This design comes from an exercise in tuning for small area, a short achievable clock period and few clock cycles on the open sky130 flow, not from production work. RTL that was checked went through simulation tests only; none was proved equivalent to the original. Power figures rest on the tool's default switching activity, not on a simulated workload.

==> flow/design.v <==
`default_nettype	none
module	div(i_clk, i_rst, i_wr, i_signed, i_numerator, i_denominator,
		o_busy, o_valid, o_err, o_quotient, o_flags);
	parameter		BW=32, LGBW = 5;
	input	wire		i_clk, i_rst;
	input	wire		i_wr, i_signed;
	input	wire [(BW-1):0]	i_numerator, i_denominator;
	output	reg		o_busy, o_valid, o_err;
	output	reg [(BW-1):0]	o_quotient;
	output	wire	[3:0]	o_flags;
	reg			r_norm, r_iter, r_sign, r_dneg, r_c;
	reg	[(BW-1):0]	r_dividend, r_divisor;
	reg	[(LGBW-1):0]	r_cnt;
	wire			n_neg, d_neg;
	wire	[(BW-1):0]	n_ones, d_ones;
	assign	n_neg = (i_signed)&&(i_numerator[BW-1]);
	assign	d_neg = (i_signed)&&(i_denominator[BW-1]);
	assign	n_ones = i_numerator ^ {(BW){n_neg}};
	assign	d_ones = i_denominator ^ {(BW){d_neg}};
	wire	[BW:0]	diff;
	assign	diff = { 1'b0, r_dividend } + { 1'b0, ~r_divisor }
				+ { {(BW){1'b0}}, !r_dneg };
	wire	ge;
	assign	ge = diff[BW];
	wire	zero_divisor, early, last;
	assign	zero_divisor = (r_divisor == 0)&&(!r_dneg);
	assign	early = (!ge)||(zero_divisor);
	assign	last  = (r_cnt == 0);
	function [LGBW-1:0] clz;
		input	[BW-1:0]	v;
		integer			i;
		begin
			clz = BW-1;
			for(i=1; i<BW; i=i+1)
				if (v[i])
					clz = BW-1-i;
		end
	endfunction
	wire	[LGBW:0]	shift;
	wire			n_small;
	assign	shift = { 1'b0, clz(d_ones) } - { 1'b0, clz(n_ones) }
				+ { {(LGBW){1'b0}}, n_neg };
	assign	n_small = shift[LGBW];
	wire	[(2*BW-1):0]	shifted;
	assign	shifted = { r_divisor, {(BW){r_dneg}} } << r_cnt;
	always @(posedge i_clk)
	if (i_rst)
	begin
		r_norm  <= 1'b0;
		r_iter  <= 1'b0;
		o_valid <= 1'b0;
		o_busy  <= 1'b0;
	end else begin
		r_norm  <= i_wr;
		r_iter  <= ((r_norm)&&(!early))||((r_iter)&&(!last));
		o_valid <= ((r_norm)&&(early))||((r_iter)&&(last));
		if (i_wr)
			o_busy <= !n_small;
		else
			o_busy <= ((r_norm)&&(!early)&&(!last))
				||((r_iter)&&(r_cnt[(LGBW-1):1] != 0));
	end
	always @(posedge i_clk)
		o_err <= (r_norm)&&(zero_divisor);
	always @(posedge i_clk)
	if (i_wr)
	begin
		r_sign <= (n_neg)^(d_neg);
		r_dneg <= d_neg;
	end
	always @(posedge i_clk)
	if (i_wr)
		r_dividend <= n_ones + { {(BW-1){1'b0}}, n_neg };
	else if ((ge)&&((r_iter)||((r_norm)&&(r_sign))))
		r_dividend <= diff[(BW-1):0];
	always @(posedge i_clk)
	if (i_wr)
		r_divisor <= d_ones;
	else if (r_norm)
		r_divisor <= shifted[(2*BW-1):BW];
	else
		r_divisor <= r_divisor >> 1;
	always @(posedge i_clk)
	if (i_wr)
		r_cnt <= shift[(LGBW-1):0];
	else if (!r_norm)
		r_cnt <= r_cnt - 1'b1;
	always @(posedge i_clk)
	if (r_norm)
		o_quotient <= {(BW){(r_sign)&&(!early)}};
	else
		o_quotient <= { o_quotient[(BW-2):0], (ge ^ r_sign) };
	always @(posedge i_clk)
		r_c <= (!r_sign)&&((r_dividend == 0)||(diff[(BW-1):0] == 0));
	assign o_flags = { 1'b0, o_quotient[BW-1], r_c, (o_quotient == 0) };
endmodule
Settings: LEC_CHECK=0, CAP_MARGIN=20, CORE_MARGIN=2, CORE_UTILIZATION=40, SLEW_MARGIN=20; clock period 5.0 ns.
run.sh (not shown) runs the stock make flow with config.mk's settings and CLKGATE_MAP_FILE= SYNTH_SCRIPT=/design/flow/synth_recipe.tcl, a recipe that flattens the netlist after the stock synthesis.
Next try:
==> flow/design.v (replaced) <==
`default_nettype	none
module	div(i_clk, i_rst, i_wr, i_signed, i_numerator, i_denominator,
		o_busy, o_valid, o_err, o_quotient, o_flags);
	parameter		BW=32, LGBW = 5;
	input	wire		i_clk, i_rst;
	input	wire		i_wr, i_signed;
	input	wire [(BW-1):0]	i_numerator, i_denominator;
	output	wire		o_busy;
	output	reg		o_valid, o_err;
	output	reg [(BW-1):0]	o_quotient;
	output	wire	[3:0]	o_flags;
	reg			r_norm, r_iter, r_sign, r_c;
	reg	[(BW-1):0]	r_dividend, r_divisor;
	reg	[(LGBW-1):0]	r_cnt;
	wire		n_neg, d_neg;
	assign	n_neg = (i_signed)&&(i_numerator[BW-1]);
	assign	d_neg = (i_signed)&&(i_denominator[BW-1]);
	wire	[BW:0]	diff;
	assign	diff = { 1'b0, r_dividend } - { 1'b0, r_divisor };
	wire	ge;
	assign	ge = !diff[BW];
	wire	zero_divisor, early, last;
	assign	zero_divisor = (r_divisor == 0);
	assign	early = (!ge)||(zero_divisor);
	assign	last  = (r_cnt == 0);
	function [LGBW-1:0] clz;
		input	[BW-1:0]	v;
		integer			i;
		begin
			clz = 0;
			for(i=0; i<BW; i=i+1)
				if (v[i])
					clz = BW-1-i;
		end
	endfunction
	wire	[(LGBW-1):0]	shift, rot;
	assign	shift = clz(r_divisor) - clz(r_dividend);
	assign	rot = (r_norm) ? shift : {(LGBW){1'b1}};
	assign	o_busy = ((r_norm)&&(!early))||((r_iter)&&(!last));
	always @(posedge i_clk)
	if (i_rst)
	begin
		r_norm  <= 1'b0;
		r_iter  <= 1'b0;
		o_valid <= 1'b0;
	end else begin
		r_norm  <= i_wr;
		r_iter  <= ((r_norm)&&(!early))||((r_iter)&&(!last));
		o_valid <= ((r_norm)&&(early))||((r_iter)&&(last));
	end
	always @(posedge i_clk)
		o_err <= (r_norm)&&(zero_divisor);
	always @(posedge i_clk)
	if (i_wr)
		r_sign <= (n_neg)^(d_neg);
	always @(posedge i_clk)
	if (i_wr)
		r_dividend <= (n_neg) ? -i_numerator : i_numerator;
	else if ((ge)&&((r_iter)||((r_norm)&&(r_sign))))
		r_dividend <= diff[(BW-1):0];
	wire	[(2*BW-1):0]	rotated;
	assign	rotated = { r_divisor, r_divisor } << rot;
	always @(posedge i_clk)
	if (i_wr)
		r_divisor <= (d_neg) ? -i_denominator : i_denominator;
	else
		r_divisor <= rotated[(2*BW-1):BW];
	always @(posedge i_clk)
	if (r_norm)
		r_cnt <= shift;
	else
		r_cnt <= r_cnt - 1'b1;
	always @(posedge i_clk)
	if (r_norm)
		o_quotient <= {(BW){(r_sign)&&(!early)}};
	else
		o_quotient <= { o_quotient[(BW-2):0], (ge ^ r_sign) };
	always @(posedge i_clk)
		r_c <= (!r_sign)&&((r_dividend == 0)||(diff[(BW-1):0] == 0));
	assign o_flags = { 1'b0, o_quotient[BW-1], r_c, (o_quotient == 0) };
endmodule
Effect: The changed run went through all stages and came out clean. Die area drops by about a fifth. Clock-buffer cell count decreases by 3. Routed wire length came out lower by about a fifth. Synthesized cell count came out lower by about a fifth. Power increases by well over a third. Global-route usage shrinks by 1.7 points. Utilization went up by 1.1 points. Non-clock buffer count is lower by 39. Worst setup slack is worse by 110 ps.
Testbench counts after the change, summed over its fixed seeds: cycles 21,943.
For the first run of this note, only the layout was checked, not whether the RTL still works.

-- afterwards: timing with drivers on the ports --
No port has a modelled driver above. Below, the same layouts with a new extraction and two added sets of constraints. Step 1 sets driving cells, clkbuf_16 on the clock port and buf_2 on the other inputs (assumed; they add their load-dependent delay and slew). Step 2 adds t to the input delays and takes it off the output delays; t is the mean of the earliest and latest rising clock arrival at the registers after step 1. Input paths then give back, and output paths get back, about the clock's delay inside the block. a / b / c = no drivers / after step 1 / after step 2; a / b = the first two.
| run | shift t [ns] | slack for setup (ns) | worst setup path at the end | pins driven straight from the clock port |
|---|---|---|---|---|
| the first run | 0.416 | 0.361 / 0.391 / -0.025 | input to register | 1 |
| the second run | 0.410 | 0.255 / 0.208 / 0.273 | register to register | 1 |
With both steps, setup timing fails in the first run, where it was met with ideal ports. For the first run, which loses most, drivers alone change the setup slack by +0.030 ns; drivers and shift together by -0.386 ns.
